This design comes from an exercise in tuning for small area on the open sky130 flow, not from production work. RTL that was checked went through simulation tests only; none was proved equivalent to the original. The RTL of runs 4 and 5 was laid out without a check of its function.

[flow/design.v]
module pulse_arrays_fa (input wire a, input wire b, input wire c, output wire s, output wire co);
    assign {co, s} = a + b + c;
endmodule
module pulse_arrays_ha (input wire a, input wire b, output wire s, output wire co);
    assign {co, s} = a + b;
endmodule
module pulse_arrays_sel (input wire s1, input wire b1, input wire s2, input wire b2,
                         input wire s3, input wire b3, output wire yn);
    assign yn = ~((s1 & b1) | (s2 & b2) | (s3 & b3));
endmodule
module pulse_arrays_mac (
    input  wire [7:0]  a,
    input  wire [7:0]  b,
    input  wire [9:1]  t,
    input  wire [15:0] acc,
    input  wire        nfirst,
    output wire [15:0] y
);
    wire s1_0 = a[0] & ~a[1];
    wire s2_0 = ~a[0] & a[1];
    wire s3_0 = a[0] & a[1];
    wire s1_1 = a[2] & ~a[3];
    wire s2_1 = ~a[2] & a[3];
    wire s3_1 = a[2] & a[3];
    wire s1_2 = a[4] & ~a[5];
    wire s2_2 = ~a[4] & a[5];
    wire s3_2 = a[4] & a[5];
    wire s1_3 = a[6] & ~a[7];
    wire s2_3 = ~a[6] & a[7];
    wire s3_3 = a[6] & a[7];
    wire ppn_0_0 = ~((s1_0 & b[0]) | (s3_0 & b[0]));
    wire ppn_0_1;
    pulse_arrays_sel u_pp_0_1 (.s1(s1_0), .b1(b[1]), .s2(s2_0), .b2(b[0]), .s3(s3_0), .b3(t[1]), .yn(ppn_0_1));
    wire ppn_0_2;
    pulse_arrays_sel u_pp_0_2 (.s1(s1_0), .b1(b[2]), .s2(s2_0), .b2(b[1]), .s3(s3_0), .b3(t[2]), .yn(ppn_0_2));
    wire ppn_0_3;
    pulse_arrays_sel u_pp_0_3 (.s1(s1_0), .b1(b[3]), .s2(s2_0), .b2(b[2]), .s3(s3_0), .b3(t[3]), .yn(ppn_0_3));
    wire ppn_0_4;
    pulse_arrays_sel u_pp_0_4 (.s1(s1_0), .b1(b[4]), .s2(s2_0), .b2(b[3]), .s3(s3_0), .b3(t[4]), .yn(ppn_0_4));
    wire ppn_0_5;
    pulse_arrays_sel u_pp_0_5 (.s1(s1_0), .b1(b[5]), .s2(s2_0), .b2(b[4]), .s3(s3_0), .b3(t[5]), .yn(ppn_0_5));
    wire ppn_0_6;
    pulse_arrays_sel u_pp_0_6 (.s1(s1_0), .b1(b[6]), .s2(s2_0), .b2(b[5]), .s3(s3_0), .b3(t[6]), .yn(ppn_0_6));
    wire ppn_0_7;
    pulse_arrays_sel u_pp_0_7 (.s1(s1_0), .b1(b[7]), .s2(s2_0), .b2(b[6]), .s3(s3_0), .b3(t[7]), .yn(ppn_0_7));
    wire ppn_0_8 = ~((s2_0 & b[7]) | (s3_0 & t[8]));
    wire ppn_0_9 = ~((s3_0 & t[9]));
    wire ppn_1_0 = ~((s1_1 & b[0]) | (s3_1 & b[0]));
    wire ppn_1_1;
    pulse_arrays_sel u_pp_1_1 (.s1(s1_1), .b1(b[1]), .s2(s2_1), .b2(b[0]), .s3(s3_1), .b3(t[1]), .yn(ppn_1_1));
    wire ppn_1_2;
    pulse_arrays_sel u_pp_1_2 (.s1(s1_1), .b1(b[2]), .s2(s2_1), .b2(b[1]), .s3(s3_1), .b3(t[2]), .yn(ppn_1_2));
    wire ppn_1_3;
    pulse_arrays_sel u_pp_1_3 (.s1(s1_1), .b1(b[3]), .s2(s2_1), .b2(b[2]), .s3(s3_1), .b3(t[3]), .yn(ppn_1_3));
    wire ppn_1_4;
    pulse_arrays_sel u_pp_1_4 (.s1(s1_1), .b1(b[4]), .s2(s2_1), .b2(b[3]), .s3(s3_1), .b3(t[4]), .yn(ppn_1_4));
    wire ppn_1_5;
    pulse_arrays_sel u_pp_1_5 (.s1(s1_1), .b1(b[5]), .s2(s2_1), .b2(b[4]), .s3(s3_1), .b3(t[5]), .yn(ppn_1_5));
    wire ppn_1_6;
    pulse_arrays_sel u_pp_1_6 (.s1(s1_1), .b1(b[6]), .s2(s2_1), .b2(b[5]), .s3(s3_1), .b3(t[6]), .yn(ppn_1_6));
    wire ppn_1_7;
    pulse_arrays_sel u_pp_1_7 (.s1(s1_1), .b1(b[7]), .s2(s2_1), .b2(b[6]), .s3(s3_1), .b3(t[7]), .yn(ppn_1_7));
    wire ppn_1_8 = ~((s2_1 & b[7]) | (s3_1 & t[8]));
    wire ppn_1_9 = ~((s3_1 & t[9]));
    wire ppn_2_0 = ~((s1_2 & b[0]) | (s3_2 & b[0]));
    wire ppn_2_1;
    pulse_arrays_sel u_pp_2_1 (.s1(s1_2), .b1(b[1]), .s2(s2_2), .b2(b[0]), .s3(s3_2), .b3(t[1]), .yn(ppn_2_1));
    wire ppn_2_2;
    pulse_arrays_sel u_pp_2_2 (.s1(s1_2), .b1(b[2]), .s2(s2_2), .b2(b[1]), .s3(s3_2), .b3(t[2]), .yn(ppn_2_2));
    wire ppn_2_3;
    pulse_arrays_sel u_pp_2_3 (.s1(s1_2), .b1(b[3]), .s2(s2_2), .b2(b[2]), .s3(s3_2), .b3(t[3]), .yn(ppn_2_3));
    wire ppn_2_4;
    pulse_arrays_sel u_pp_2_4 (.s1(s1_2), .b1(b[4]), .s2(s2_2), .b2(b[3]), .s3(s3_2), .b3(t[4]), .yn(ppn_2_4));
    wire ppn_2_5;
    pulse_arrays_sel u_pp_2_5 (.s1(s1_2), .b1(b[5]), .s2(s2_2), .b2(b[4]), .s3(s3_2), .b3(t[5]), .yn(ppn_2_5));
    wire ppn_2_6;
    pulse_arrays_sel u_pp_2_6 (.s1(s1_2), .b1(b[6]), .s2(s2_2), .b2(b[5]), .s3(s3_2), .b3(t[6]), .yn(ppn_2_6));
    wire ppn_2_7;
    pulse_arrays_sel u_pp_2_7 (.s1(s1_2), .b1(b[7]), .s2(s2_2), .b2(b[6]), .s3(s3_2), .b3(t[7]), .yn(ppn_2_7));
    wire ppn_2_8 = ~((s2_2 & b[7]) | (s3_2 & t[8]));
    wire ppn_2_9 = ~((s3_2 & t[9]));
    wire ppn_3_0 = ~((s1_3 & b[0]) | (s3_3 & b[0]));
    wire ppn_3_1;
    pulse_arrays_sel u_pp_3_1 (.s1(s1_3), .b1(b[1]), .s2(s2_3), .b2(b[0]), .s3(s3_3), .b3(t[1]), .yn(ppn_3_1));
    wire ppn_3_2;
    pulse_arrays_sel u_pp_3_2 (.s1(s1_3), .b1(b[2]), .s2(s2_3), .b2(b[1]), .s3(s3_3), .b3(t[2]), .yn(ppn_3_2));
    wire ppn_3_3;
    pulse_arrays_sel u_pp_3_3 (.s1(s1_3), .b1(b[3]), .s2(s2_3), .b2(b[2]), .s3(s3_3), .b3(t[3]), .yn(ppn_3_3));
    wire ppn_3_4;
    pulse_arrays_sel u_pp_3_4 (.s1(s1_3), .b1(b[4]), .s2(s2_3), .b2(b[3]), .s3(s3_3), .b3(t[4]), .yn(ppn_3_4));
    wire ppn_3_5;
    pulse_arrays_sel u_pp_3_5 (.s1(s1_3), .b1(b[5]), .s2(s2_3), .b2(b[4]), .s3(s3_3), .b3(t[5]), .yn(ppn_3_5));
    wire ppn_3_6;
    pulse_arrays_sel u_pp_3_6 (.s1(s1_3), .b1(b[6]), .s2(s2_3), .b2(b[5]), .s3(s3_3), .b3(t[6]), .yn(ppn_3_6));
    wire ppn_3_7;
    pulse_arrays_sel u_pp_3_7 (.s1(s1_3), .b1(b[7]), .s2(s2_3), .b2(b[6]), .s3(s3_3), .b3(t[7]), .yn(ppn_3_7));
    wire ppn_3_8 = ~((s2_3 & b[7]) | (s3_3 & t[8]));
    wire ppn_3_9 = ~((s3_3 & t[9]));
    wire [15:0] accn = ~(acc & {16{nfirst}});
    wire s0, c0;
    pulse_arrays_fa u1 (.a(accn[0]), .b(ppn_0_0), .c(1'b1), .s(s0), .co(c0));
    wire s1, c1;
    pulse_arrays_fa u2 (.a(accn[1]), .b(ppn_0_1), .c(c0), .s(s1), .co(c1));
    wire s2, c2;
    pulse_arrays_fa u3 (.a(accn[2]), .b(ppn_0_2), .c(ppn_1_0), .s(s2), .co(c2));
    wire s3, c3;
    pulse_arrays_fa u4 (.a(s2), .b(c1), .c(1'b1), .s(s3), .co(c3));
    wire s4, c4;
    pulse_arrays_fa u5 (.a(accn[3]), .b(ppn_0_3), .c(ppn_1_1), .s(s4), .co(c4));
    wire s5, c5;
    pulse_arrays_fa u6 (.a(c2), .b(s4), .c(c3), .s(s5), .co(c5));
    wire s6, c6;
    pulse_arrays_fa u7 (.a(accn[4]), .b(ppn_0_4), .c(ppn_1_2), .s(s6), .co(c6));
    wire s7, c7;
    pulse_arrays_fa u8 (.a(ppn_2_0), .b(c4), .c(s6), .s(s7), .co(c7));
    wire s8, c8;
    pulse_arrays_fa u9 (.a(accn[5]), .b(ppn_0_5), .c(ppn_1_3), .s(s8), .co(c8));
    wire s9, c9;
    pulse_arrays_fa u10 (.a(ppn_2_1), .b(c6), .c(s8), .s(s9), .co(c9));
    wire s10, c10;
    pulse_arrays_fa u11 (.a(accn[6]), .b(ppn_0_6), .c(ppn_1_4), .s(s10), .co(c10));
    wire s11, c11;
    pulse_arrays_fa u12 (.a(ppn_2_2), .b(ppn_3_0), .c(c8), .s(s11), .co(c11));
    wire s12, c12;
    pulse_arrays_fa u13 (.a(s10), .b(c9), .c(s11), .s(s12), .co(c12));
    wire s13, c13;
    pulse_arrays_fa u14 (.a(accn[7]), .b(ppn_0_7), .c(ppn_1_5), .s(s13), .co(c13));
    wire s14, c14;
    pulse_arrays_fa u15 (.a(ppn_2_3), .b(ppn_3_1), .c(c10), .s(s14), .co(c14));
    wire s15, c15;
    pulse_arrays_fa u16 (.a(s13), .b(c11), .c(s14), .s(s15), .co(c15));
    wire s16, c16;
    pulse_arrays_fa u17 (.a(accn[8]), .b(ppn_0_8), .c(ppn_1_6), .s(s16), .co(c16));
    wire s17, c17;
    pulse_arrays_fa u18 (.a(ppn_2_4), .b(ppn_3_2), .c(c13), .s(s17), .co(c17));
    wire s18, c18;
    pulse_arrays_fa u19 (.a(s16), .b(c14), .c(s17), .s(s18), .co(c18));
    wire s19, c19;
    pulse_arrays_fa u20 (.a(accn[9]), .b(ppn_0_9), .c(ppn_1_7), .s(s19), .co(c19));
    wire s20, c20;
    pulse_arrays_fa u21 (.a(ppn_2_5), .b(ppn_3_3), .c(c16), .s(s20), .co(c20));
    wire s21, c21;
    pulse_arrays_fa u22 (.a(s19), .b(c17), .c(s20), .s(s21), .co(c21));
    wire s22, c22;
    pulse_arrays_fa u23 (.a(accn[10]), .b(ppn_1_8), .c(ppn_2_6), .s(s22), .co(c22));
    wire s23, c23;
    pulse_arrays_fa u24 (.a(ppn_3_4), .b(c19), .c(s22), .s(s23), .co(c23));
    wire s24, c24;
    pulse_arrays_fa u25 (.a(c20), .b(s23), .c(c21), .s(s24), .co(c24));
    wire s25, c25;
    pulse_arrays_fa u26 (.a(accn[11]), .b(ppn_1_9), .c(ppn_2_7), .s(s25), .co(c25));
    wire s26, c26;
    pulse_arrays_fa u27 (.a(ppn_3_5), .b(c22), .c(s25), .s(s26), .co(c26));
    wire s27, c27;
    pulse_arrays_fa u28 (.a(c23), .b(s26), .c(c24), .s(s27), .co(c27));
    wire s28, c28;
    pulse_arrays_fa u29 (.a(accn[12]), .b(ppn_2_8), .c(ppn_3_6), .s(s28), .co(c28));
    wire s29, c29;
    pulse_arrays_fa u30 (.a(c25), .b(s28), .c(c26), .s(s29), .co(c29));
    wire s30, c30;
    pulse_arrays_fa u31 (.a(accn[13]), .b(ppn_2_9), .c(ppn_3_7), .s(s30), .co(c30));
    wire s31, c31;
    pulse_arrays_fa u32 (.a(c28), .b(s30), .c(c29), .s(s31), .co(c31));
    wire s32, c32;
    pulse_arrays_fa u33 (.a(accn[14]), .b(ppn_3_8), .c(c30), .s(s32), .co(c32));
    wire s33 = accn[15] ^ ppn_3_9 ^ c32;
    wire s34, c34;
    pulse_arrays_ha u35 (.a(s7), .b(c5), .s(s34), .co(c34));
    wire s35, c35;
    pulse_arrays_ha u36 (.a(c7), .b(s9), .s(s35), .co(c35));
    wire p36 = ~s12;
    wire s37, c37;
    pulse_arrays_ha u38 (.a(c12), .b(s15), .s(s37), .co(c37));
    wire s38, c38;
    pulse_arrays_ha u39 (.a(c15), .b(s18), .s(s38), .co(c38));
    wire s39, c39;
    pulse_arrays_ha u40 (.a(c18), .b(s21), .s(s39), .co(c39));
    wire p40 = ~s24;
    wire p41 = ~s27;
    wire s42, c42;
    pulse_arrays_ha u43 (.a(s29), .b(c27), .s(s42), .co(c42));
    wire p43 = ~s31;
    wire s44, c44;
    pulse_arrays_ha u45 (.a(s32), .b(c31), .s(s44), .co(c44));
    wire p45 = ~s33;
    wire gg46 = c34 | s34;
    wire gg47 = c35 | (s35 & gg46);
    wire pq47 = s35 & 1'b0;
    wire gg48 = c37 | (s37 & s12);
    wire pq48 = s37 & p36;
    wire gg49 = c39 | (s39 & c38);
    wire pq49 = s39 & s38;
    wire gg50 = s27 | (p41 & s24);
    wire pq50 = p41 & p40;
    wire gg51 = s31 | (p43 & c42);
    wire pq51 = p43 & s42;
    wire gg52 = s33 | (p45 & c44);
    wire pq52 = p45 & s44;
    wire gg53 = gg48 | (pq48 & gg47);
    wire pq53 = pq48 & pq47;
    wire gg54 = gg50 | (pq50 & gg49);
    wire pq54 = pq50 & pq49;
    wire gg55 = gg52 | (pq52 & gg51);
    wire pq55 = pq52 & pq51;
    wire gg56 = gg54 | (pq54 & gg53);
    wire pq56 = pq54 & pq53;
    wire gg57 = gg55 | (pq55 & gg56);
    wire pq57 = pq55 & pq56;
    wire gg58 = gg49 | (pq49 & gg53);
    wire pq58 = pq49 & pq53;
    wire gg59 = gg51 | (pq51 & gg56);
    wire pq59 = pq51 & pq56;
    wire gg60 = s12 | (p36 & gg47);
    wire pq60 = p36 & pq47;
    wire gg61 = c38 | (s38 & gg53);
    wire pq61 = s38 & pq53;
    wire gg62 = s24 | (p40 & gg58);
    wire pq62 = p40 & pq58;
    wire gg63 = c42 | (s42 & gg56);
    wire pq63 = s42 & pq56;
    wire gg64 = c44 | (s44 & gg59);
    wire pq64 = s44 & pq59;
    assign y = {~(p45 ^ gg64), ~(s44 ^ gg59), ~(p43 ^ gg63), ~(s42 ^ gg56), ~(p41 ^ gg62), ~(p40 ^ gg58), ~(s39 ^ gg61), ~(s38 ^ gg53), ~(s37 ^ gg60), ~(p36 ^ gg47), ~(s35 ^ gg46), ~(s34 ^ 1'b1), ~s5, ~s3, ~s1, ~s0};
endmodule
module pulse_arrays #(
    parameter   WIDTH_left     =   8,
    parameter   WIDTH_up       =   8,
    parameter   WIDTH_out      =   16,
    parameter   Mritx_M   =   4,
    parameter   Mritx_N   =   4,
    parameter   Mritx_L   =   4,
    parameter   Mritx_LOG2_size  =   10
)(
    input   clk,
    input   rst,
    input   wire    valid_left,
    input   wire    valid_up,
    input   wire  [31:0]   left,
    input   wire  [31:0]   up,
    output  reg     ready,
    output  wire  [63:0]   product
);
reg  [4:0] cnt;      
reg        nfirst;   
reg        last;     
always @(posedge clk) begin
    if (!rst) begin
        cnt   <= 5'd0;
        ready <= 1'b0;
        nfirst <= 1'b1;
        last   <= 1'b0;
    end else begin
        nfirst <= (cnt[1:0] != 2'd2);
        last   <= (cnt[1:0] == 2'd1);
        if (cnt == 5'd0) begin
            ready <= 1'b1;
            if (valid_left & valid_up)
                cnt <= 5'd1;
        end else begin
            ready <= (cnt == 5'd24);
            cnt   <= (cnt == 5'd24) ? 5'd0 : cnt + 5'd1;
        end
    end
end
reg  [7:0] b [0:15];
integer n;
always @(posedge clk) begin
    for (n = 1; n < 16; n = n + 1)
        if (n % 4 != 0) b[n] <= b[n-1];
    b[0]  <= valid_up ? up[7:0]   : b[15];
    b[4]  <= valid_up ? up[15:8]  : b[3];
    b[8]  <= valid_up ? up[23:16] : b[7];
    b[12] <= valid_up ? up[31:24] : b[11];
end
reg  [9:1] t;
wire [9:1] t_next;
wire [8:1] tc;
pulse_arrays_ha t1 (.a(b[1][1]), .b(b[1][0]), .s(t_next[1]), .co(tc[1]));
genvar x;
generate
    for (x = 2; x < 8; x = x + 1) begin : t3
        pulse_arrays_fa f (.a(b[1][x]), .b(b[1][x-1]), .c(tc[x-1]), .s(t_next[x]), .co(tc[x]));
    end
endgenerate
pulse_arrays_ha t8 (.a(b[1][7]), .b(tc[7]), .s(t_next[8]), .co(t_next[9]));
always @(posedge clk)
    t <= t_next;
reg  [7:0]  a0 [0:3], a1 [0:3], a2 [0:3], a3 [0:3];
reg  [15:0] acc [0:3];
reg  [15:0] r0 [0:3], r1 [0:3], r2 [0:3];
wire [15:0] sum [0:3];
genvar i;
generate
    for (i = 0; i < 4; i = i + 1) begin : row
        pulse_arrays_mac mac (
            .a   (a2[i]),
            .b   (b[2]),
            .t   (t),
            .acc (acc[i]),
            .nfirst(nfirst),
            .y   (sum[i])
        );
        always @(posedge clk) begin
            a0[i]  <= valid_left ? left[8*i +: 8] : a3[i];
            a1[i]  <= a0[i];
            a2[i]  <= a1[i];
            a3[i]  <= a2[i];
            acc[i] <= sum[i];
            r0[i]  <= last ? sum[i] : r2[i];
            r1[i]  <= r0[i];
            r2[i]  <= r1[i];
        end
        assign product[16*i +: 16] = r0[i];
    end
endgenerate
endmodule
[flow/flow/run.sh]
#!/bin/bash
# The standard layout flow, with two changes:
# - the buffers that buffer_ports puts on every input and output port are the
#   smallest buffer cell (buf_1) instead of the cell buffer_ports picks;
# - clock tree synthesis inserts no dummy loads (its other arguments are the
#   ones the standard flow derives from config.mk).
set -euo pipefail
export BUFFER_PORTS_ARGS="-buffer_cell sky130_fd_sc_hd__buf_1"
export CTS_ARGS="-sink_clustering_enable -repair_clock_nets -sink_clustering_size 12 -sink_clustering_max_diameter 45 -buf_list sky130_fd_sc_hd__clkbuf_4 -dont_use_dummy_load"
bash standard.sh finish > standard.log 2>&1
[flow/standard.sh]
#!/bin/bash
# synth_recipe.tcl (not shown) runs the flow's synth.tcl, then flattens the netlist and writes it again
# the make line also repeats each setting of config.mk as NAME=value (left out here)
make -C /OpenROAD-flow-scripts/flow DESIGN_CONFIG=/design/flow/config.mk WORK_HOME=/design/flow/orfs CLKGATE_MAP_FILE= SYNTH_SCRIPT=/design/flow/synth_recipe.tcl "${@:-finish}"
[flow/config.mk]
export PLATFORM = sky130hd
export DESIGN_NAME = pulse_arrays
export DESIGN_NICKNAME = pulse_arrays
export VERILOG_FILES = /design/flow/design.v
export SDC_FILE = /design/flow/constraint.sdc
export NUM_CORES = 4
export LEC_CHECK = 0
export CAP_MARGIN = 20
export CORE_MARGIN = 2
export CORE_UTILIZATION = 60
export PLACE_DENSITY = 0.75
export SLEW_MARGIN = 20
export SYNTH_HIERARCHICAL = 1
[flow/constraint.sdc]
create_clock -name core_clock -period 5.0 [get_ports {clk}]
set_input_delay 1.0000 -clock core_clock [delete_from_list [all_inputs] [get_ports {clk}]]
set_output_delay 1.0000 -clock core_clock [all_outputs]
set_load 0.01 [all_outputs]
==> impl_metrics.ini, run 1 <==
[status]
outcome = no timing/DRC/antenna violations

[route]
vias = 11020
drc = 0
ant_nets = 0
dr.pass1.iters = 14
wl_per_cell_um = 19.31
drt_wl_total_mm = 37.27
drt-initial-drc-count = 1498
routed_via_density = 5.710

[setup_path]
r2r_start = t[5]$_DFF_P_
crit_start = t[5]$_DFF_P_
worstPathRequired_ns = 5.56
slowest_stage = dfxtp_1
cp-start-kind = flip-flop
worstSetupPathType = flip-flop to flip-flop
max_stage_delay_ns = 0.76
crit_chain = a222oi_1 > fa_1 > fa_1 > fa_1 > fa_1 > fa_1 > ha_1 > nor4_1 > a31oi_1 > ha_1 > nor2_2 > xnor2_1 > xnor2_1 > mux2_2
path_max_fanout = 11
cp-end-kind = flip-flop
cp_data_arrival_time_ns = 5.34
path_common_cell = fa_1

[floorplan]
core-area_mm2 = 0.03059
die_width_um = 180.3
fp.dieH_um = 180.3
num_rows = 64
start_util_pct = 61.00
io_pins = 133
die_area_mm2 = 0.03252

[finish]
area_growth_pct = 8.958
fin_util_pct = 66.46
drive_above_1_share_pct = 16.76
fin_nets = 1799
finalNonFillerCells = 1930

[synth]
netlist_area_mm2 = 0.01866
synth-edff-count = 0
ys_seq_elements = 529
ys_seq_area_share_pct = 56.76
synth_most_common_cell = dfxtp_1
avgSynthCellArea_um2 = 14.01
ys.flop_type = dfxtp_1
synth_cell_types = 35
netlist.area_leader.share_pct = 56.76
async_flop_share_pct = 0
synth_common_cells = dfxtp_1 (529), mux2_2 (144), fa_1 (138)
yosys-top-cells-area = dfxtp_1 (57%), fa_1 (15%), mux2_2 (8.7%)
yosys_warnings = 25
syn_inst = 1332
synth_top_area_cell = dfxtp_1

[placement]
portBuffers = 132
dp_cells = 1875
dp_hpwl_mm = 25.62
gp_congestion = 0.8688

[clock_tree]
cts_inserted_buffers = 54
h-tree-depth = 2
cts.clk_slew.worst_paths_ns = 0.11
cts_root_buffer = clkbuf_4
clock_path_buffers = 3
cts_tree = yes
cts_hold_buf = 0
clock_sinks = 529
clk_latency_ns = 0.78

[grt]
grt_overflow_total = 0
grt_pass1_wl_mm = 60.33
grt_pass1_vias = 11510
grt_max_degree = 51
antenna_found_initial = 1
groute.usage.overall_pct = 23.11

[min_path]
hold_class = flip-flop to flip-flop
worstHoldStart = r0[3][13]$_DFF_P_

[timing]
rsz0062_at_grt = no
timing.clock.skew_ns = 0.1512
maxSlewViolCount = 0
tns_ns = 0
tightest_slew_ns = 0.8458
fmax_mhz = 209.2
layout_min_cycle_time_ns = 4.780
hold-worst-slack_ns = 0.2705
fin_crit_sh_pct = 95.61
setup_viol = 0
slew_headroom_pct = 43.61
hold_violations = 0

[run]
timing.max_cap.violations = 0
cell families after synthesis:
kind of cell	Yosys count	share of synthesized area, %
DFF	529	56.76
and+or+nand+nor	222	5.814
adders and majority gates	196	18.70
muxes	145	8.744
AOI/OAI and AO/OA	135	6.853
buffers and inverters	71	1.650
xor gates and xnor gates	30	1.408
other	4	0.08044
path summary, 6_finish.rpt:
kind              slack, ns  depth (start not counted)                end
setup / recovery       0.22                         14  r0[0][15]$_DFF_P_
setup reg to reg       0.22                         14  r0[0][15]$_DFF_P_
hold / removal         0.27                          0  r1[3][13]$_DFF_P_
hold reg to reg        0.27                          0  r1[3][13]$_DFF_P_
per-layer routing:
layer	routed length, um	GRT usage, %	vias up
met1	16000	31.90	5286
met3	2763	3.719	99
met4	1230	9.355	0
li1	-	-	5089
met5	0	0	-
met2	17280	36.76	547
Yosys stat by module (local to each module, per instance):
module / copies in the design / cell area [um2] / flip-flops and latches
pulse_arrays: 1 / 12320 / 529
pulse_arrays_mac: 4 / 519.2 / 0
pulse_arrays_fa: 138 / 20.02 / 0
pulse_arrays_ha: 30 / 12.51 / 0
pulse_arrays_sel: 112 / 10.01 / 0
critical path, delay by kind of cell (launching register included):
| kind | cells | cell delay [ns] |
|---|---|---|
| AO/OA/AOI/OAI | 2 | 0.37 |
| XOR/XNOR | 2 | 0.24 |
| adder cells (fa/ha/maj) | 7 | 2.55 |
| flip-flops | 1 | 0.76 |
| multiplexers | 1 | 0.27 |
| AND/OR/NAND/NOR | 2 | 0.37 |
cells in the final DEF, fill, tap and decap left out, drive strengths merged, types with 5 or more instances in the layout:
cell type | synthesis | final
xor2 | 9 | 9
nor2 | 21 | 21
nand4 | 5 | 5
a31oi | 5 | 5
buf | 25 | 168
nor2b | 33 | 33
and2 | 21 | 21
fa | 138 | 138
a222oi | 112 | 112
dfxtp | 529 | 529
inv | 44 | 44
nand3 | 10 | 10
conb | 4 | 8
a21o | 8 | 8
ha | 58 | 58
nand2 | 113 | 113
clkbuf | 2 | 56
mux2 | 144 | 144
xnor2 | 21 | 21
registers in the layout, indices dropped and copies added, names as in the netlist, 64 cells and up:
name,count
r2,64
acc,64
r0,64
r1,64
b,128
repair_timing:
item | CTS | global route
buffers inserted | 0 | 0
gates resized for setup | 0 | 5
setup endpoints to repair | 0 | 2
final cells by class:
class	instances	area (um2)
diodes	1	2.502
clock buffers	54	405.4
fillers	2301	10260
inverters	44	165.2
multi-input cells	736	7781
flip-flops and latches	529	10600
well taps	396	495.5
repair buffers	170	883.3
metrics by stage:
stage | setup WS [ns] | cell area (um2)
2_1_floorplan | 0.2671 | 18670
3_3_place_gp | 0.2913 | 19910
3_5_place_dp | 0.1828 | 19910
4_1_cts | 0.02685 | 20320
5_1_grt | 0.004961 | 20330
6_report | 0.2197 | 20330
==> run 2, diff against run 1 <==
--- a/flow/flow/run.sh
+++ b/flow/flow/run.sh
@@ -6,5 +6,5 @@
 #   ones the standard flow derives from config.mk).
 set -euo pipefail
 export BUFFER_PORTS_ARGS="-buffer_cell sky130_fd_sc_hd__buf_1"
-export CTS_ARGS="-sink_clustering_enable -repair_clock_nets -sink_clustering_size 12 -sink_clustering_max_diameter 45 -buf_list sky130_fd_sc_hd__clkbuf_4 -dont_use_dummy_load"
+export CTS_ARGS="-sink_clustering_enable -repair_clock_nets -sink_clustering_size 12 -sink_clustering_max_diameter 60 -buf_list sky130_fd_sc_hd__clkbuf_4 -dont_use_dummy_load"
 bash standard.sh finish > standard.log 2>&1
==> impl_metrics.ini, run 2 <==
[timing]
maxSlewViolCount = 0
hold_violations = 0
rsz0062_at_grt = no
layout_min_cycle_time_ns = 4.736
worst_slack_ns = 0.2637
fin_crit_sh_pct = 94.73
setup_viol = 0
timing.clock.skew_ns = 0.1184
fmax_mhz = 211.1
tightest_slew_ns = 0.8409
tns_ns = 0
slew_headroom_pct = 43.94

[clock_tree]
cts.clk_slew.worst_paths_ns = 0.12
cts_root_buffer = clkbuf_4
clock_sinks = 529
cts_setup_buffers = 0
cts_tree = yes
h-tree-depth = 2
cts_inserted_buffers = 51
post_cts_resized = 0
cts_hold_buf = 0
clock_path_buffers = 3
clk_latency_ns = 0.76

[run]
timing.max_cap.violations = 0

[synth]
netlist.area_leader.share_pct = 56.76
synth_most_common_cell = dfxtp_1
ys_seq_elements = 529
synth_cell_types = 35
async_flop_share_pct = 0
yosys_warnings = 25
yosys-top-cells-area = dfxtp_1 (57%), fa_1 (15%), mux2_2 (8.7%)
netlist_area_mm2 = 0.01866
synth-edff-count = 0
ys_seq_area_share_pct = 56.76
synth_top_area_cell = dfxtp_1
synth_common_cells = dfxtp_1 (529), mux2_2 (144), fa_1 (138)
syn_inst = 1332
avgSynthCellArea_um2 = 14.01
ys.flop_type = dfxtp_1

[setup_path]
worstPathRequired_ns = 5.61
path_max_fanout = 12
cp-end-kind = flip-flop
cp_data_arrival_time_ns = 5.34
crit_start = t[2]$_DFF_P_
worstSetupPathType = flip-flop to flip-flop
endpoint = r0[0][15]$_DFF_P_
worst_r2r_endpoint = r0[0][15]$_DFF_P_
cp-start-kind = flip-flop
r2r_setup_slack_ns = 0.26
rr_worst_depth = 16
r2r_start = t[2]$_DFF_P_

[grt]
antenna_found_initial = 1
grt_pass1_vias = 11450
grt_overflow_total = 0
grt_pass1_wl_mm = 60.17
groute.usage.overall_pct = 23.06
grt_max_degree = 51

[min_path]
hold_class = flip-flop to flip-flop

[route]
dr.pass1.iters = 12
drt-initial-drc-count = 1648
routed_via_density = 5.711
drt_wl_total_mm = 37.41
wl_per_cell_um = 19.41
ant_nets = 0
vias = 11010
drc = 0

[finish]
fin_nets = 1796
most-common-layout-cells = dfxtp_1 (524), mux2_2 (144), fa_1 (137)
finalNonFillerCells = 1927
drive_above_1_share_pct = 16.80
fin_util_pct = 66.41
regMostFlops = b
largest_reg_flops = 128
layout_commonest_cell = dfxtp_1
area_growth_pct = 8.865

[placement]
portBuffers = 132
gp_congestion = 0.8688
dp_cells = 1875
pre_cts_ws_ns = 0.1828
dp_hpwl_mm = 25.62

[floorplan]
core-area_mm2 = 0.03059
start_util_pct = 61.00
die_width_um = 180.3
num_rows = 64
io_pins = 133
fp.dieH_um = 180.3
die_area_mm2 = 0.03252

[status]
outcome = no timing/DRC/antenna violations
==> run 2: cell counts after synthesis <==
No cell type changed its count.
==> run 2: metrics by stage <==
step / hold WS [ns] / instance area [um2]
after CTS: 0.1998 / 20300
after detailed placement: 0.3121 / 19910
after global placement: 0.3099 / 19910
after global routing: 0.2163 / 20310
final: 0.2200 / 20310
after floorplan: 0.3096 / 18670
==> run 2: per-module statistics from Yosys (local to each module, per instance) <==
| module | copies in the design | cells | area (um2) | flip-flops and latches |
|---|---|---|---|---|
| pulse_arrays_ha | 30 | 1 | 12.51 | 0 |
| pulse_arrays_fa | 138 | 1 | 20.02 | 0 |
| pulse_arrays_mac | 4 | 87 | 519.2 | 0 |
| pulse_arrays | 1 | 704 | 12320 | 529 |
| pulse_arrays_sel | 112 | 1 | 10.01 | 0 |
==> run 2: kinds of logic (layout without fill, tap and decap cells) <==
group / Yosys count / after routing / synth area share, %
compound gates: 135 / 135 / 6.853
xor+xnor: 30 / 30 / 1.408
fa+ha+maj: 196 / 196 / 18.70
buf+inv: 71 / 265 / 1.650
flops: 529 / 529 / 56.76
mux: 145 / 145 / 8.744
other cells: 4 / 9 / 0.08044
simple gates: 222 / 222 / 5.814
==> run 2: layer usage <==
layer	up-vias	GRT usage [%]	routed length (um)	part of all wire [%]
met2	519	36.70	17530	47
li1	5084	-	-	-
met3	94	3.901	2779	7.4
met1	5308	32.03	16100	43
met5	-	0	0	0
met4	0	8.516	999	2.7
==> run 2: worst min-delay path by stage <==
stage	from	slack, ns	to	cells past startpoint
final	a0[3][7]$_DFF_P_	0.22	a1[3][7]$_DFF_P_	0
after global routing	a0[3][7]$_DFF_P_	0.22	a1[3][7]$_DFF_P_	0
after CTS	a0[3][7]$_DFF_P_	0.20	a1[3][7]$_DFF_P_	0
after detailed placement	b[10][5]$_DFF_P_	0.31	b[11][5]$_DFF_P_	0
after global placement	b[9][1]$_DFF_P_	0.31	b[10][1]$_DFF_P_	0
after floorplan	a0[0][0]$_DFF_P_	0.31	a1[0][0]$_DFF_P_	0
==> run 2: critical path: stages, from the launching register on <==
cell and delay [ns]:
dfxtp_1 0.34, buf_4 0.19, a222oi_1 0.45, fa_1 0.53
fa_1 0.45, fa_1 0.38, ha_1 0.31, or2_2 0.30
ha_1 0.19, or3_4 0.38, nand4_2 0.12, a31oi_1 0.10
ha_1 0.22, nor2_2 0.14, xnor2_1 0.14, xnor2_1 0.09
mux2_2 0.27
==> run 2: layout make-up <==
class,instances,area (um2)
Multi-Input combinational cell,736,7785
Inverter,44,165.2
Sequential cell,529,10600
Tap cell,396,495.5
Fill cell,2306,10280
Clock buffer,51,382.9
Timing Repair Buffer,170,883.3
Antenna cell,1,2.502
==> run 3, diff against run 2 <==
==> flow/flow/run.sh (replaced) <==
#!/bin/bash
# The standard layout flow (bash standard.sh), with two changes:
# - the buffers that buffer_ports puts on every input and output port are the
#   smallest buffer cell (buf_1) instead of the cell buffer_ports picks;
# - clock tree synthesis builds the tree from clkbuf_4 with sink clusters of
#   at most 10 sinks and 50 um, and inserts no dummy loads.
set -euo pipefail
export BUFFER_PORTS_ARGS="-buffer_cell sky130_fd_sc_hd__buf_1"
export CTS_ARGS="-sink_clustering_enable -repair_clock_nets -sink_clustering_size 10 -sink_clustering_max_diameter 50 -buf_list sky130_fd_sc_hd__clkbuf_4 -dont_use_dummy_load"
bash standard.sh finish > standard.log 2>&1
--- a/flow/config.mk
+++ b/flow/config.mk
@@ -8,6 +8,7 @@
 export CAP_MARGIN = 20
 export CORE_MARGIN = 2
 export CORE_UTILIZATION = 60
+export GPL_TIMING_DRIVEN = 0
 export PLACE_DENSITY = 0.75
 export SLEW_MARGIN = 20
 export SYNTH_HIERARCHICAL = 1
==> impl_metrics.ini, run 3 <==
[timing]
worst_slack_ns = 0.2167
slew_headroom_pct = 34.62
tightest_slew_ns = 0.9794
layout_min_cycle_time_ns = 4.783
timing.clock.skew_ns = 0.1234
fin_crit_sh_pct = 95.67
maxSlewViolCount = 0
rsz0062_at_grt = no
setup_viol = 0
fmax_mhz = 209.1
hold_violations = 0

[placement]
portBuffers = 130
dp_cells = 1863
pre_cts_ws_ns = 0.003409
dp_hpwl_mm = 25.19
placed_cell_area_mm2 = 0.01969
gp_congestion = 0.8980

[route]
drt-initial-drc-count = 1690
dr.pass1.iters = 11
vias = 11060
ant_nets = 0
drc = 0
routed_via_density = 5.740
wl_per_cell_um = 19.55
drt_wl_total_mm = 37.67

[synth]
muxShareOfSynthArea_pct = 8.744
avgSynthCellArea_um2 = 14.01
synth_compound_area_share_pct = 6.853
ys_seq_area_share_pct = 56.76
synth-xor-area-share_pct = 1.408
yosys-top-cells-area = dfxtp_1 (57%), fa_1 (15%), mux2_2 (8.7%)
synth_top_area_cell = dfxtp_1
synth_common_cells = dfxtp_1 (529), mux2_2 (144), fa_1 (138)
synth_top_family_by_area = adder cells
async_flop_share_pct = 0
synth-simple-area-share_pct = 5.814
synth_most_common_cell = dfxtp_1
syn_inst = 1332
synth_cell_types = 35
ys_seq_elements = 529
yosys_warnings = 25
synth-edff-count = 0
netlist.area_leader.share_pct = 56.76
ys.flop_type = dfxtp_1
netlist_area_mm2 = 0.01866
synth_fa_ha_area_share_pct = 18.70

[finish]
regMostFlops = b
fin_nets = 1796
most-common-layout-cells = dfxtp_1 (513), mux2_2 (144), fa_1 (138)
largest_reg_flops = 128
stdcell_area_mm2 = 0.02024
drive_above_1_share_pct = 17.52
layout_commonest_cell = dfxtp_1
area_growth_pct = 8.469
finalNonFillerCells = 1927

[floorplan]
start_util_pct = 61.00
io_pins = 133
die_area_mm2 = 0.03252
core-area_mm2 = 0.03059
num_rows = 64
die_width_um = 180.3
fp.dieH_um = 180.3

[status]
outcome = no timing/DRC/antenna violations

[setup_path]
rr_worst_depth = 17
r2r_setup_slack_ns = 0.22
worstPathRequired_ns = 5.61
cp-end-kind = flip-flop
worstSetupPathType = flip-flop to flip-flop
r2r_start = nfirst$_SDFF_PN1_
worst_r2r_endpoint = r0[0][15]$_DFF_P_
crit_start = nfirst$_SDFF_PN1_
cp_data_arrival_time_ns = 5.39
cp-start-kind = flip-flop
path_max_fanout = 7

[clock_tree]
clock_path_buffers = 3
clock_sinks = 529
cts.clk_slew.worst_paths_ns = 0.11
cts_root_buffer = clkbuf_4
clk_latency_ns = 0.78
h-tree-depth = 2
cts_inserted_buffers = 61
cts_hold_buf = 0
cts_tree = yes

[grt]
grt_overflow_total = 0
grt_max_degree = 34
antenna_found_initial = 1
grt_pass1_wl_mm = 59.57
groute.usage.overall_pct = 22.96
grt_pass1_vias = 11280

[min_path]
hold_class = flip-flop to flip-flop
hold_depth = 0
worstHoldStart = a1[3][6]$_DFF_P_
holdPathEnd = a2[3][6]$_DFF_P_

[run]
timing.max_cap.violations = 0
## run 3: changes by cell type in the layout (fill, tap and decap cells not counted), moves of 2 or more
cell,previous run,this run
nor2b_1,32,28
dfxtp_2,4,8
dfxtp_4,1,8
buf_4,30,6
clkbuf_4,51,62
dfxtp_1,524,513
buf_12,8,1
buf_2,0,18
clkbuf_2,2,0
nor2b_2,1,5
clkbuf_1,0,2
## run 3: worst max-delay path, stage by stage, from the launching register on
cell,delay [ns]
dfxtp_4,0.40
clkbuf_4,0.20
nand2_1,0.09
fa_1,0.44
fa_1,0.41
fa_1,0.42
fa_1,0.40
ha_1,0.30
or2_2,0.30
ha_1,0.19
or3_4,0.37
nand4_2,0.12
a31oi_1,0.11
ha_1,0.20
nor2_1,0.13
xnor2_1,0.15
xnor2_1,0.10
mux2_2,0.26
## run 3: cell type report
cell class,instances,area [um2]
diodes,1,2.502
plain buffers,27,150.1
clock buffers,61,457.9
fillers,2354,10350
inverters,44,165.2
multi-input cells,736,7790
flip-flops and latches,529,10630
well taps,396,495.5
repair buffers,133,548.0
## run 3: routing by layer
layer  vias to the layer above  wire length (um)  global-route usage, %
met2                       537             17130                  36.06
li1                       5086                 -                      -
met3                       111              3281                  4.588
met5                         -                 0                      0
met1                      5327             15940                  31.61
met4                         0              1314                  9.065
## run 3: worst max path at each step
stage,to,slack [ns],cells past startpoint
6_report,r0[0][15]$_DFF_P_,0.22,17
5_1_grt,r0[0][15]$_DFF_P_,0.003,14
4_1_cts,r0[0][15]$_DFF_P_,0.01,15
3_5_place_dp,r0[3][15]$_DFF_P_,0.003,15
3_3_place_gp,r0[3][15]$_DFF_P_,-0.64,16
2_1_floorplan,r0[0][15]$_DFF_P_,0.27,16
## run 3: logic make-up after synthesis
group	Yosys count
compound gates	135
mux	145
xor+xnor	30
simple gates	222
buf+inv	71
other cells	4
fa+ha+maj	196
flops	529
## run 3: metrics by stage
step	utilization (%)	hold WS [ns]	TNS, ns
3_5_place_dp	64.36	0.3121	0
3_3_place_gp	64.26	0.3096	-16.41
4_1_cts	65.86	0.2222	0
2_1_floorplan	-	0.3096	0
5_1_grt	66.16	0.2630	0
6_report	66.16	0.2551	0
## run 3: repair_timing
action / 4_1_cts / 5_1_grt
gates resized for setup: 1 / 26
endpoints found under the setup margin: 2 / 7
pin swaps: 0 / 4
setup buffers: 0 / 1
cloned: 0 / 1
## run 3: per-module statistics from Yosys, one instance, submodules excluded
module,cells,times used,cell area [um2]
pulse_arrays,704,1,12320
pulse_arrays_mac,87,4,519.2
pulse_arrays_fa,1,138,20.02
pulse_arrays_ha,1,30,12.51
pulse_arrays_sel,1,112,10.01
==> run 4, diff against run 3 <==
--- a/flow/design.v
+++ b/flow/design.v
@@ -114,113 +114,109 @@
     wire s7, c7;
     pulse_arrays_fa u8 (.a(ppn_2_0), .b(c4), .c(s6), .s(s7), .co(c7));
     wire s8, c8;
-    pulse_arrays_fa u9 (.a(accn[5]), .b(ppn_0_5), .c(ppn_1_3), .s(s8), .co(c8));
+    pulse_arrays_fa u9 (.a(s7), .b(c5), .c(1'b1), .s(s8), .co(c8));
     wire s9, c9;
-    pulse_arrays_fa u10 (.a(ppn_2_1), .b(c6), .c(s8), .s(s9), .co(c9));
+    pulse_arrays_fa u10 (.a(accn[5]), .b(ppn_0_5), .c(ppn_1_3), .s(s9), .co(c9));
     wire s10, c10;
-    pulse_arrays_fa u11 (.a(accn[6]), .b(ppn_0_6), .c(ppn_1_4), .s(s10), .co(c10));
+    pulse_arrays_fa u11 (.a(ppn_2_1), .b(c6), .c(s9), .s(s10), .co(c10));
     wire s11, c11;
-    pulse_arrays_fa u12 (.a(ppn_2_2), .b(ppn_3_0), .c(c8), .s(s11), .co(c11));
+    pulse_arrays_fa u12 (.a(c7), .b(s10), .c(c8), .s(s11), .co(c11));
     wire s12, c12;
-    pulse_arrays_fa u13 (.a(s10), .b(c9), .c(s11), .s(s12), .co(c12));
+    pulse_arrays_fa u13 (.a(accn[6]), .b(ppn_0_6), .c(ppn_1_4), .s(s12), .co(c12));
     wire s13, c13;
-    pulse_arrays_fa u14 (.a(accn[7]), .b(ppn_0_7), .c(ppn_1_5), .s(s13), .co(c13));
+    pulse_arrays_fa u14 (.a(ppn_2_2), .b(ppn_3_0), .c(c9), .s(s13), .co(c13));
     wire s14, c14;
-    pulse_arrays_fa u15 (.a(ppn_2_3), .b(ppn_3_1), .c(c10), .s(s14), .co(c14));
+    pulse_arrays_fa u15 (.a(s12), .b(c10), .c(s13), .s(s14), .co(c14));
     wire s15, c15;
-    pulse_arrays_fa u16 (.a(s13), .b(c11), .c(s14), .s(s15), .co(c15));
+    pulse_arrays_fa u16 (.a(accn[7]), .b(ppn_0_7), .c(ppn_1_5), .s(s15), .co(c15));
     wire s16, c16;
-    pulse_arrays_fa u17 (.a(accn[8]), .b(ppn_0_8), .c(ppn_1_6), .s(s16), .co(c16));
+    pulse_arrays_fa u17 (.a(ppn_2_3), .b(ppn_3_1), .c(c12), .s(s16), .co(c16));
     wire s17, c17;
-    pulse_arrays_fa u18 (.a(ppn_2_4), .b(ppn_3_2), .c(c13), .s(s17), .co(c17));
+    pulse_arrays_fa u18 (.a(s15), .b(c13), .c(s16), .s(s17), .co(c17));
     wire s18, c18;
-    pulse_arrays_fa u19 (.a(s16), .b(c14), .c(s17), .s(s18), .co(c18));
+    pulse_arrays_fa u19 (.a(accn[8]), .b(ppn_0_8), .c(ppn_1_6), .s(s18), .co(c18));
     wire s19, c19;
-    pulse_arrays_fa u20 (.a(accn[9]), .b(ppn_0_9), .c(ppn_1_7), .s(s19), .co(c19));
+    pulse_arrays_fa u20 (.a(ppn_2_4), .b(ppn_3_2), .c(c15), .s(s19), .co(c19));
     wire s20, c20;
-    pulse_arrays_fa u21 (.a(ppn_2_5), .b(ppn_3_3), .c(c16), .s(s20), .co(c20));
+    pulse_arrays_fa u21 (.a(s18), .b(c16), .c(s19), .s(s20), .co(c20));
     wire s21, c21;
-    pulse_arrays_fa u22 (.a(s19), .b(c17), .c(s20), .s(s21), .co(c21));
+    pulse_arrays_fa u22 (.a(accn[9]), .b(ppn_0_9), .c(ppn_1_7), .s(s21), .co(c21));
     wire s22, c22;
-    pulse_arrays_fa u23 (.a(accn[10]), .b(ppn_1_8), .c(ppn_2_6), .s(s22), .co(c22));
+    pulse_arrays_fa u23 (.a(ppn_2_5), .b(ppn_3_3), .c(c18), .s(s22), .co(c22));
     wire s23, c23;
-    pulse_arrays_fa u24 (.a(ppn_3_4), .b(c19), .c(s22), .s(s23), .co(c23));
+    pulse_arrays_fa u24 (.a(s21), .b(c19), .c(s22), .s(s23), .co(c23));
     wire s24, c24;
-    pulse_arrays_fa u25 (.a(c20), .b(s23), .c(c21), .s(s24), .co(c24));
+    pulse_arrays_fa u25 (.a(accn[10]), .b(ppn_1_8), .c(ppn_2_6), .s(s24), .co(c24));
     wire s25, c25;
-    pulse_arrays_fa u26 (.a(accn[11]), .b(ppn_1_9), .c(ppn_2_7), .s(s25), .co(c25));
+    pulse_arrays_fa u26 (.a(ppn_3_4), .b(c21), .c(s24), .s(s25), .co(c25));
     wire s26, c26;
-    pulse_arrays_fa u27 (.a(ppn_3_5), .b(c22), .c(s25), .s(s26), .co(c26));
+    pulse_arrays_fa u27 (.a(c22), .b(s25), .c(c23), .s(s26), .co(c26));
     wire s27, c27;
-    pulse_arrays_fa u28 (.a(c23), .b(s26), .c(c24), .s(s27), .co(c27));
+    pulse_arrays_fa u28 (.a(accn[11]), .b(ppn_1_9), .c(ppn_2_7), .s(s27), .co(c27));
     wire s28, c28;
-    pulse_arrays_fa u29 (.a(accn[12]), .b(ppn_2_8), .c(ppn_3_6), .s(s28), .co(c28));
+    pulse_arrays_fa u29 (.a(ppn_3_5), .b(c24), .c(s27), .s(s28), .co(c28));
     wire s29, c29;
     pulse_arrays_fa u30 (.a(c25), .b(s28), .c(c26), .s(s29), .co(c29));
     wire s30, c30;
-    pulse_arrays_fa u31 (.a(accn[13]), .b(ppn_2_9), .c(ppn_3_7), .s(s30), .co(c30));
+    pulse_arrays_fa u31 (.a(accn[12]), .b(ppn_2_8), .c(ppn_3_6), .s(s30), .co(c30));
     wire s31, c31;
-    pulse_arrays_fa u32 (.a(c28), .b(s30), .c(c29), .s(s31), .co(c31));
+    pulse_arrays_fa u32 (.a(c27), .b(s30), .c(c28), .s(s31), .co(c31));
     wire s32, c32;
-    pulse_arrays_fa u33 (.a(accn[14]), .b(ppn_3_8), .c(c30), .s(s32), .co(c32));
-    wire s33 = accn[15] ^ ppn_3_9 ^ c32;
+    pulse_arrays_fa u33 (.a(accn[13]), .b(ppn_2_9), .c(ppn_3_7), .s(s32), .co(c32));
+    wire s33, c33;
+    pulse_arrays_fa u34 (.a(c30), .b(s32), .c(c31), .s(s33), .co(c33));
     wire s34, c34;
-    pulse_arrays_ha u35 (.a(s7), .b(c5), .s(s34), .co(c34));
-    wire s35, c35;
-    pulse_arrays_ha u36 (.a(c7), .b(s9), .s(s35), .co(c35));
-    wire p36 = ~s12;
+    pulse_arrays_fa u35 (.a(accn[14]), .b(ppn_3_8), .c(c32), .s(s34), .co(c34));
+    wire s35 = accn[15] ^ ppn_3_9 ^ c34;
+    wire p36 = ~s11;
     wire s37, c37;
-    pulse_arrays_ha u38 (.a(c12), .b(s15), .s(s37), .co(c37));
+    pulse_arrays_ha u38 (.a(s14), .b(c11), .s(s37), .co(c37));
     wire s38, c38;
-    pulse_arrays_ha u39 (.a(c15), .b(s18), .s(s38), .co(c38));
+    pulse_arrays_ha u39 (.a(c14), .b(s17), .s(s38), .co(c38));
     wire s39, c39;
-    pulse_arrays_ha u40 (.a(c18), .b(s21), .s(s39), .co(c39));
-    wire p40 = ~s24;
-    wire p41 = ~s27;
-    wire s42, c42;
-    pulse_arrays_ha u43 (.a(s29), .b(c27), .s(s42), .co(c42));
-    wire p43 = ~s31;
-    wire s44, c44;
-    pulse_arrays_ha u45 (.a(s32), .b(c31), .s(s44), .co(c44));
-    wire p45 = ~s33;
-    wire gg46 = c34 | s34;
-    wire gg47 = c35 | (s35 & gg46);
-    wire pq47 = s35 & 1'b0;
-    wire gg48 = c37 | (s37 & s12);
-    wire pq48 = s37 & p36;
+    pulse_arrays_ha u40 (.a(c17), .b(s20), .s(s39), .co(c39));
+    wire s40, c40;
+    pulse_arrays_ha u41 (.a(c20), .b(s23), .s(s40), .co(c40));
+    wire p41 = ~s26;
+    wire p42 = ~s29;
+    wire s43, c43;
+    pulse_arrays_ha u44 (.a(s31), .b(c29), .s(s43), .co(c43));
+    wire p44 = ~s33;
+    wire s45, c45;
+    pulse_arrays_ha u46 (.a(s34), .b(c33), .s(s45), .co(c45));
+    wire p46 = ~s35;
+    wire gg47 = s11 | p36;
+    wire gg48 = c37 | (s37 & gg47);
+    wire pq48 = s37 & 1'b0;
     wire gg49 = c39 | (s39 & c38);
     wire pq49 = s39 & s38;
-    wire gg50 = s27 | (p41 & s24);
-    wire pq50 = p41 & p40;
-    wire gg51 = s31 | (p43 & c42);
-    wire pq51 = p43 & s42;
-    wire gg52 = s33 | (p45 & c44);
-    wire pq52 = p45 & s44;
-    wire gg53 = gg48 | (pq48 & gg47);
-    wire pq53 = pq48 & pq47;
-    wire gg54 = gg50 | (pq50 & gg49);
-    wire pq54 = pq50 & pq49;
-    wire gg55 = gg52 | (pq52 & gg51);
-    wire pq55 = pq52 & pq51;
-    wire gg56 = gg54 | (pq54 & gg53);
-    wire pq56 = pq54 & pq53;
-    wire gg57 = gg55 | (pq55 & gg56);
-    wire pq57 = pq55 & pq56;
-    wire gg58 = gg49 | (pq49 & gg53);
-    wire pq58 = pq49 & pq53;
-    wire gg59 = gg51 | (pq51 & gg56);
-    wire pq59 = pq51 & pq56;
-    wire gg60 = s12 | (p36 & gg47);
-    wire pq60 = p36 & pq47;
-    wire gg61 = c38 | (s38 & gg53);
-    wire pq61 = s38 & pq53;
-    wire gg62 = s24 | (p40 & gg58);
-    wire pq62 = p40 & pq58;
-    wire gg63 = c42 | (s42 & gg56);
-    wire pq63 = s42 & pq56;
-    wire gg64 = c44 | (s44 & gg59);
-    wire pq64 = s44 & pq59;
-    assign y = {~(p45 ^ gg64), ~(s44 ^ gg59), ~(p43 ^ gg63), ~(s42 ^ gg56), ~(p41 ^ gg62), ~(p40 ^ gg58), ~(s39 ^ gg61), ~(s38 ^ gg53), ~(s37 ^ gg60), ~(p36 ^ gg47), ~(s35 ^ gg46), ~(s34 ^ 1'b1), ~s5, ~s3, ~s1, ~s0};
+    wire gg50 = s26 | (p41 & c40);
+    wire pq50 = p41 & s40;
+    wire gg51 = c43 | (s43 & s29);
+    wire pq51 = s43 & p42;
+    wire gg52 = c45 | (s45 & s33);
+    wire pq52 = s45 & p44;
+    wire gg53 = gg49 | (pq49 & gg48);
+    wire pq53 = pq49 & pq48;
+    wire gg54 = gg51 | (pq51 & gg50);
+    wire pq54 = pq51 & pq50;
+    wire gg55 = gg54 | (pq54 & gg53);
+    wire pq55 = pq54 & pq53;
+    wire gg56 = gg50 | (pq50 & gg53);
+    wire pq56 = pq50 & pq53;
+    wire gg57 = gg52 | (pq52 & gg55);
+    wire pq57 = pq52 & pq55;
+    wire gg58 = c38 | (s38 & gg48);
+    wire pq58 = s38 & pq48;
+    wire gg59 = c40 | (s40 & gg53);
+    wire pq59 = s40 & pq53;
+    wire gg60 = s29 | (p42 & gg56);
+    wire pq60 = p42 & pq56;
+    wire gg61 = s33 | (p44 & gg55);
+    wire pq61 = p44 & pq55;
+    wire gg62 = s35 | (p46 & gg57);
+    wire pq62 = p46 & pq57;
+    assign y = {~(p46 ^ gg57), ~(s45 ^ gg61), ~(p44 ^ gg55), ~(s43 ^ gg60), ~(p42 ^ gg56), ~(p41 ^ gg59), ~(s40 ^ gg53), ~(s39 ^ gg58), ~(s38 ^ gg48), ~(s37 ^ gg47), ~(p36 ^ 1'b1), ~s8, ~s5, ~s3, ~s1, ~s0};
 endmodule
 module pulse_arrays #(
     parameter   WIDTH_left     =   8,
==> flow/flow/run.sh (replaced) <==
#!/bin/bash
# The standard layout flow, with two changes:
# - the buffers that buffer_ports puts on every input and output port are the
#   smallest buffer cell (buf_1) instead of the cell buffer_ports picks;
# - clock tree synthesis inserts no dummy loads (its other arguments are the
#   ones the standard flow derives from config.mk).
set -euo pipefail
export BUFFER_PORTS_ARGS="-buffer_cell sky130_fd_sc_hd__buf_1"
export CTS_ARGS="-sink_clustering_enable -repair_clock_nets -sink_clustering_size 10 -sink_clustering_max_diameter 50 -buf_list sky130_fd_sc_hd__clkbuf_4 -dont_use_dummy_load"
bash standard.sh finish > standard.log 2>&1
--- a/flow/config.mk
+++ b/flow/config.mk
@@ -8,7 +8,6 @@
 export CAP_MARGIN = 20
 export CORE_MARGIN = 2
 export CORE_UTILIZATION = 60
-export GPL_TIMING_DRIVEN = 0
 export PLACE_DENSITY = 0.75
 export SLEW_MARGIN = 20
 export SYNTH_HIERARCHICAL = 1
==> impl_metrics.ini, run 4 <==
[floorplan]
core-area_mm2 = 0.03067
io_pins = 133
fp.dieH_um = 180.7
start_util_pct = 61.10
die_area_mm2 = 0.03266
die_width_um = 180.7
num_rows = 64

[run]
timing.max_cap.violations = 0

[grt]
groute.usage.overall_pct = 23.39
antenna_found_initial = 2
grt_overflow_total = 0
grt_max_degree = 35
grt_pass1_vias = 11510
grt_pass1_wl_mm = 60.77

[synth]
avgSynthCellArea_um2 = 14.15
yosys-top-cells-area = dfxtp_1 (57%), fa_1 (16%), mux2_2 (8.7%)
synth_cell_types = 41
netlist.area_leader.share_pct = 56.51
syn_inst = 1324
yosys_warnings = 25
ys_seq_area_share_pct = 56.51
ys.flop_type = dfxtp_1
synth-edff-count = 0
async_flop_share_pct = 0
synth_common_cells = dfxtp_1 (529), fa_1 (146), mux2_2 (144)
ys_seq_elements = 529
synth_most_common_cell = dfxtp_1
synth_top_area_cell = dfxtp_1
netlist_area_mm2 = 0.01874

[timing]
tightest_slew_ns = 0.8531
setup_viol = 0
hold_violations = 0
timing.clock.skew_ns = 0.06937
fmax_mhz = 206.7
maxSlewViolCount = 0
layout_min_cycle_time_ns = 4.838
fin_crit_sh_pct = 96.76
rsz0062_at_grt = no
slew_headroom_pct = 43.12
tns_ns = 0

[status]
outcome = no timing/DRC/antenna violations

[clock_tree]
h-tree-depth = 2
cts_inserted_buffers = 61
clock_path_buffers = 3
cts_tree = yes
cts.clk_slew.worst_paths_ns = 0.10
clock_sinks = 529
cts_root_buffer = clkbuf_4
clk_latency_ns = 0.75

[route]
vias = 11180
wl_per_cell_um = 19.37
ant_nets = 0
drt_wl_total_mm = 37.67
dr.pass1.iters = 15
drt-initial-drc-count = 1641
routed_via_density = 5.747
drc = 0

[finish]
regMostFlops = b
seqCellArea_mm2 = 0.01060
fin_util_pct = 66.92
drive_above_1_share_pct = 19.70
stdcell_area_mm2 = 0.02052
largest_reg_flops = 128
multi_input_area_mm2 = 0.007906
area_growth_pct = 9.521
most-common-layout-cells = dfxtp_1 (523), mux2_2 (144), fa_1 (142)
fill_cells = 2278
layout_commonest_cell = dfxtp_1
fin_nets = 1810

[setup_path]
path_max_fanout = 7
cp_data_arrival_time_ns = 5.46
worstPathRequired_ns = 5.62
cp-start-kind = flip-flop
cp-end-kind = flip-flop
worstSetupPathType = flip-flop to flip-flop

[min_path]
hold_class = flip-flop to flip-flop

[placement]
gp_congestion = 0.9273
dp_hpwl_mm = 26.46
portBuffers = 132
placed_cell_area_mm2 = 0.02000
-- run 4: cell families after synthesis --
family / share of synthesized area (%)
buffers and inverters: 1.749
AND/OR/NAND/NOR: 5.442
flip-flops: 56.51
AO/OA/AOI/OAI: 7.278
XOR/XNOR: 1.562
adder cells (fa/ha/maj): 18.67
multiplexers: 8.707
other: 0.08010
-- run 4: routing by layer --
| metal | track usage (%) | share of wire (%) |
|---|---|---|
| met1 | 33.56 | 43 |
| met2 | 34.97 | 44 |
| met3 | 5.805 | 10 |
| met4 | 7.903 | 2.7 |
| met5 | 0 | 0.032 |
-- run 4: path summary, 6_finish.rpt --
| path | start | endpoint | slack (ns) | depth (start not counted) |
|---|---|---|---|---|
| setup / recovery | a2[2][0]$_DFF_P_ | r0[2][13]$_DFF_P_ | 0.16 | 14 |
| hold / removal | b[6][5]$_DFF_P_ | b[7][5]$_DFF_P_ | 0.28 | 0 |
| setup reg to reg | a2[2][0]$_DFF_P_ | r0[2][13]$_DFF_P_ | 0.16 | 14 |
| hold reg to reg | b[6][5]$_DFF_P_ | b[7][5]$_DFF_P_ | 0.28 | 0 |
-- run 4: cell type report --
cell class / count / share of cell area, %
Sequential cell: 529 / 51.64
Multi-Input combinational cell: 732 / 38.52
Timing Repair Buffer: 182 / 4.377
Tap cell: 396 / 2.414
Clock buffer: 61 / 2.231
Inverter: 44 / 0.8047
Antenna cell: 1 / 0.01219
-- run 4: critical path, cell delays in order (launching register included) --
cell and delay, ns:
dfxtp_2 0.36, nor2b_2 0.20, a222oi_1 0.49, fa_1 0.54
fa_2 0.42, fa_2 0.36, fa_1 0.42, fa_1 0.42
ha_4 0.25, o211ai_1 0.22, a21boi_2 0.12, nor3_2 0.25
o2bb2ai_2 0.14, ha_2 0.29, mux2_2 0.26
-- run 4: metrics by stage --
step / instances / hold slack (ns) / setup WS (ns)
2_1_floorplan: 1332 / 0.3096 / 0.1839
3_3_place_gp: 1882 / 0.3097 / 0.2271
3_5_place_dp: 1882 / 0.3121 / 0.01329
4_1_cts: 1943 / 0.2710 / 0.0003562
5_1_grt: 1945 / 0.2675 / 0.001751
6_report: 1945 / 0.2757 / 0.1618
-- run 4: Yosys stat by module (local to each module, per instance) --
module	cells	cell area [um2]
pulse_arrays_mac	84	511.7
pulse_arrays_fa	1	20.02
pulse_arrays_sel	1	10.01
pulse_arrays_ha	1	12.51
pulse_arrays	704	12320
-- run 4: repair_timing --
item,in CTS,in global routing
buffers inserted,0,1
resized for setup,0,19
setup endpoints to repair,0,17
hold buffers,0,0
==> run 5, diff against run 4 <==
--- a/flow/config.mk
+++ b/flow/config.mk
@@ -5,6 +5,7 @@
 export SDC_FILE = /design/flow/constraint.sdc
 export NUM_CORES = 4
 export LEC_CHECK = 0
+export ABC_AREA = 1
 export CAP_MARGIN = 20
 export CORE_MARGIN = 2
 export CORE_UTILIZATION = 60
==> impl_metrics.ini, run 5 <==
[status]
outcome = no timing/DRC/antenna violations

[synth]
ys.flop_type = dfxtp_1
synth_top_family_by_area = simple AND/OR/NAND/NOR gates
netlist.area_leader.share_pct = 50.23
muxShareOfSynthArea_pct = 7.976
netlist_area_mm2 = 0.02108
avgSynthCellArea_um2 = 10.26
ys_seq_elements = 529
synth-xor-area-share_pct = 0.7062
synth_common_cells = nand2_1 (627), dfxtp_1 (529), inv_1 (259)
synth_compound_area_share_pct = 0.8427
async_flop_share_pct = 0
synth-edff-count = 0
synth_most_common_cell = nand2_1
syn_inst = 2055
synth-simple-area-share_pct = 17.36
yosys-top-cells-area = dfxtp_1 (50%), fa_1 (14%), nand2_1 (11%)
synth_top_area_cell = dfxtp_1
ys_seq_area_share_pct = 50.23
synth_cell_types = 29
synth_fa_ha_area_share_pct = 16.59
yosys_warnings = 25

[placement]
dp_hpwl_mm = 30.13
portBuffers = 132
dp_cells = 2665
gp_congestion = 0.8931

[route]
wl_per_cell_um = 15.40
dr_wl_met2_mm = 19.65
wl_met3_mm = 2.589
drc = 0
drt-initial-drc-count = 612
vias = 13290
maxUsedRoutingLayer = met4
drt-met1-wl_mm = 18.53
ant_nets = 0
routed_via_density = 4.864
drt_wl_total_mm = 42.10
dr.pass1.iters = 5

[run]
timing.max_cap.violations = 0

[grt]
grt_pass1_wl_mm = 69.61
grt_pass1_vias = 13790
grt_overflow_total = 0
grt_max_degree = 43
groute.usage.overall_pct = 24.50
antenna_found_initial = 2

[timing]
slew_headroom_pct = 43.63
maxSlewViolCount = 0
hold_violations = 0
tightest_slew_ns = 0.8455
tns_ns = 0
layout_min_cycle_time_ns = 4.693
timing.clock.skew_ns = 0.1106
fmax_mhz = 213.1
fin_crit_sh_pct = 93.86
rsz0062_at_grt = no
setup_viol = 0

[clock_tree]
cts_setup_buffers = 0
cts_tree = yes
clk_latency_ns = 0.76
cts_hold_buf = 0
cts.clk_slew.worst_paths_ns = 0.11
clock_path_buffers = 3
post_cts_resized = 0
clock_sinks = 529
h-tree-depth = 3
cts_inserted_buffers = 66
cts_root_buffer = clkbuf_4

[floorplan]
die_width_um = 191.5
core-area_mm2 = 0.03454
io_pins = 133
start_util_pct = 61.03
die_area_mm2 = 0.03665
num_rows = 68
fp.dieH_um = 191.5

[finish]
largest_reg_flops = 128
finalNonFillerCells = 2733
fin_util_pct = 66.01
area_growth_pct = 8.154
fin_nets = 2538
most-common-layout-cells = nand2_1 (627), dfxtp_1 (527), inv_1 (259)
regMostFlops = b
fill_cells = 2792
drive_above_1_share_pct = 17.71
layout_commonest_cell = nand2_1

[setup_path]
cp_data_arrival_time_ns = 5.30
path_max_fanout = 42
rr_worst_depth = 18
cp-start-kind = flip-flop
worstSetupPathType = flip-flop to flip-flop
cp-end-kind = flip-flop
worstPathRequired_ns = 5.61

[min_path]
hold_depth = 0
hold_class = flip-flop to flip-flop
-- run 5: cell types whose count changed after synthesis, sizes merged, moves of 7 or more --
cell | before | now
buf | 21 | 28
xnor2 | 17 | 1
inv | 44 | 267
nor2 | 17 | 173
nand2 | 125 | 651
mux2 | 144 | 128
a222oi | 112 | 0
a21oi | 4 | 15
o21ai | 2 | 16
and2 | 17 | 4
nand3 | 2 | 18
nor2b | 33 | 0
-- run 5: Yosys stat by module (local to each module, per instance) --
module            cell area, um2  flops+latches  copies in the design  cells
pulse_arrays_sel           25.02              0                   112      6
pulse_arrays_mac           576.8              0                     4    124
pulse_arrays_ha            12.51              0                    26      1
pulse_arrays               12720            529                     1    715
pulse_arrays_fa            20.02              0                   146      1
-- run 5: worst max-delay path, stage by stage (launching register included) --
cell,delay (ns)
dfxtp_2,0.35
buf_12,0.21
nand2_1,0.12
fa_1,0.45
fa_1,0.40
fa_1,0.42
fa_1,0.40
fa_1,0.41
fa_1,0.37
ha_1,0.32
inv_1,0.06
nand2_2,0.06
nand2_1,0.06
nand2_2,0.08
nand2_2,0.07
and2_1,0.14
ha_1,0.18
xor2_1,0.17
mux2_4,0.25
-- run 5: cell type report --
class,instances,area (um2),share of cell area (%)
sequential,529,10600,46.47
multi-input combinational,1239,9214,40.41
inverter,267,1002,4.395
timing repair buffer,175,920.9,4.039
tap,455,569.3,2.497
clock buffer,66,495.5,2.173
antenna,2,5.005,0.02195
-- run 5: cells by family (layout without fill, tap and decap cells) --
family,Yosys count,after routing
adder cells (fa/ha/maj),192,192
buffers and inverters,295,508
AND/OR/NAND/NOR,858,858
flip-flops,529,529
AO/OA/AOI/OAI,32,32
XOR/XNOR,17,17
other,4,14
multiplexers,128,128
-- run 5: path summary, 6_finish.rpt --
| check | end | startpoint | slack, ns |
|---|---|---|---|
| worst max-delay path | r0[2][14]$_DFF_P_ | nfirst$_SDFF_PN1_ | 0.31 |
| worst min register to register | r2[1][14]$_DFF_P_ | r1[1][14]$_DFF_P_ | 0.28 |
| worst min-delay path | r2[1][14]$_DFF_P_ | r1[1][14]$_DFF_P_ | 0.28 |
| worst max register to register | r0[2][14]$_DFF_P_ | nfirst$_SDFF_PN1_ | 0.31 |
-- run 5: per-stage QoR --
step                      hold slack (ns)  worst slack, ns  area, um2
final                              0.2823           0.3072      22800
after global routing               0.2823          0.02979      22800
after CTS                          0.2764           0.2560      22790
after detailed placement           0.3121           0.2972      22300
after global placement             0.3096           0.3966      22300
after floorplan                    0.3096           0.2831      21110
-- run 5: per-layer routing --
metal / track usage, % / up-vias
met3: 5.489 / 86
met1: 32.14 / 6259
met2: 39.89 / 357
met4: 8.964 / 0
li1: - / 6592
met5: 0 / -

static timing again, ports no longer ideal:
Ports are ideal in the flow. The routed layouts listed here were re-timed in OpenROAD. Step 1 sets driving cells, clkbuf_16 on the clock port and buf_2 on the other inputs (assumed; they add their load-dependent delay and slew). Step 2, shift: input delay + t, output delay - t, t = (earliest + latest rising clock arrival at the registers) / 2. This alone moves slack from input paths to output paths. a / b / c = ideal / step 1 / step 2; a / b = the first two.
run | t, ns | setup slack, ns | worst setup path at the end | clock arrival spread, ns | cell pins on the clock port's net
run 1 | 0.746 | 0.220 / 0.220 / 0.220 | register to register | 0.165 / 0.164 | 1
run 2 | 0.743 | 0.264 / 0.264 / 0.264 | register to register | 0.121 / 0.120 | 1
run 3 | 0.760 | 0.217 / 0.217 / 0.217 | register to register | 0.135 / 0.136 | 1
run 4 | 0.762 | 0.162 / 0.162 / 0.162 | register to register | 0.070 / 0.069 | 1
run 5 | 0.763 | 0.307 / 0.307 / 0.307 | register to register | 0.116 / 0.116 | 1
After both steps every run listed still meets setup and hold.
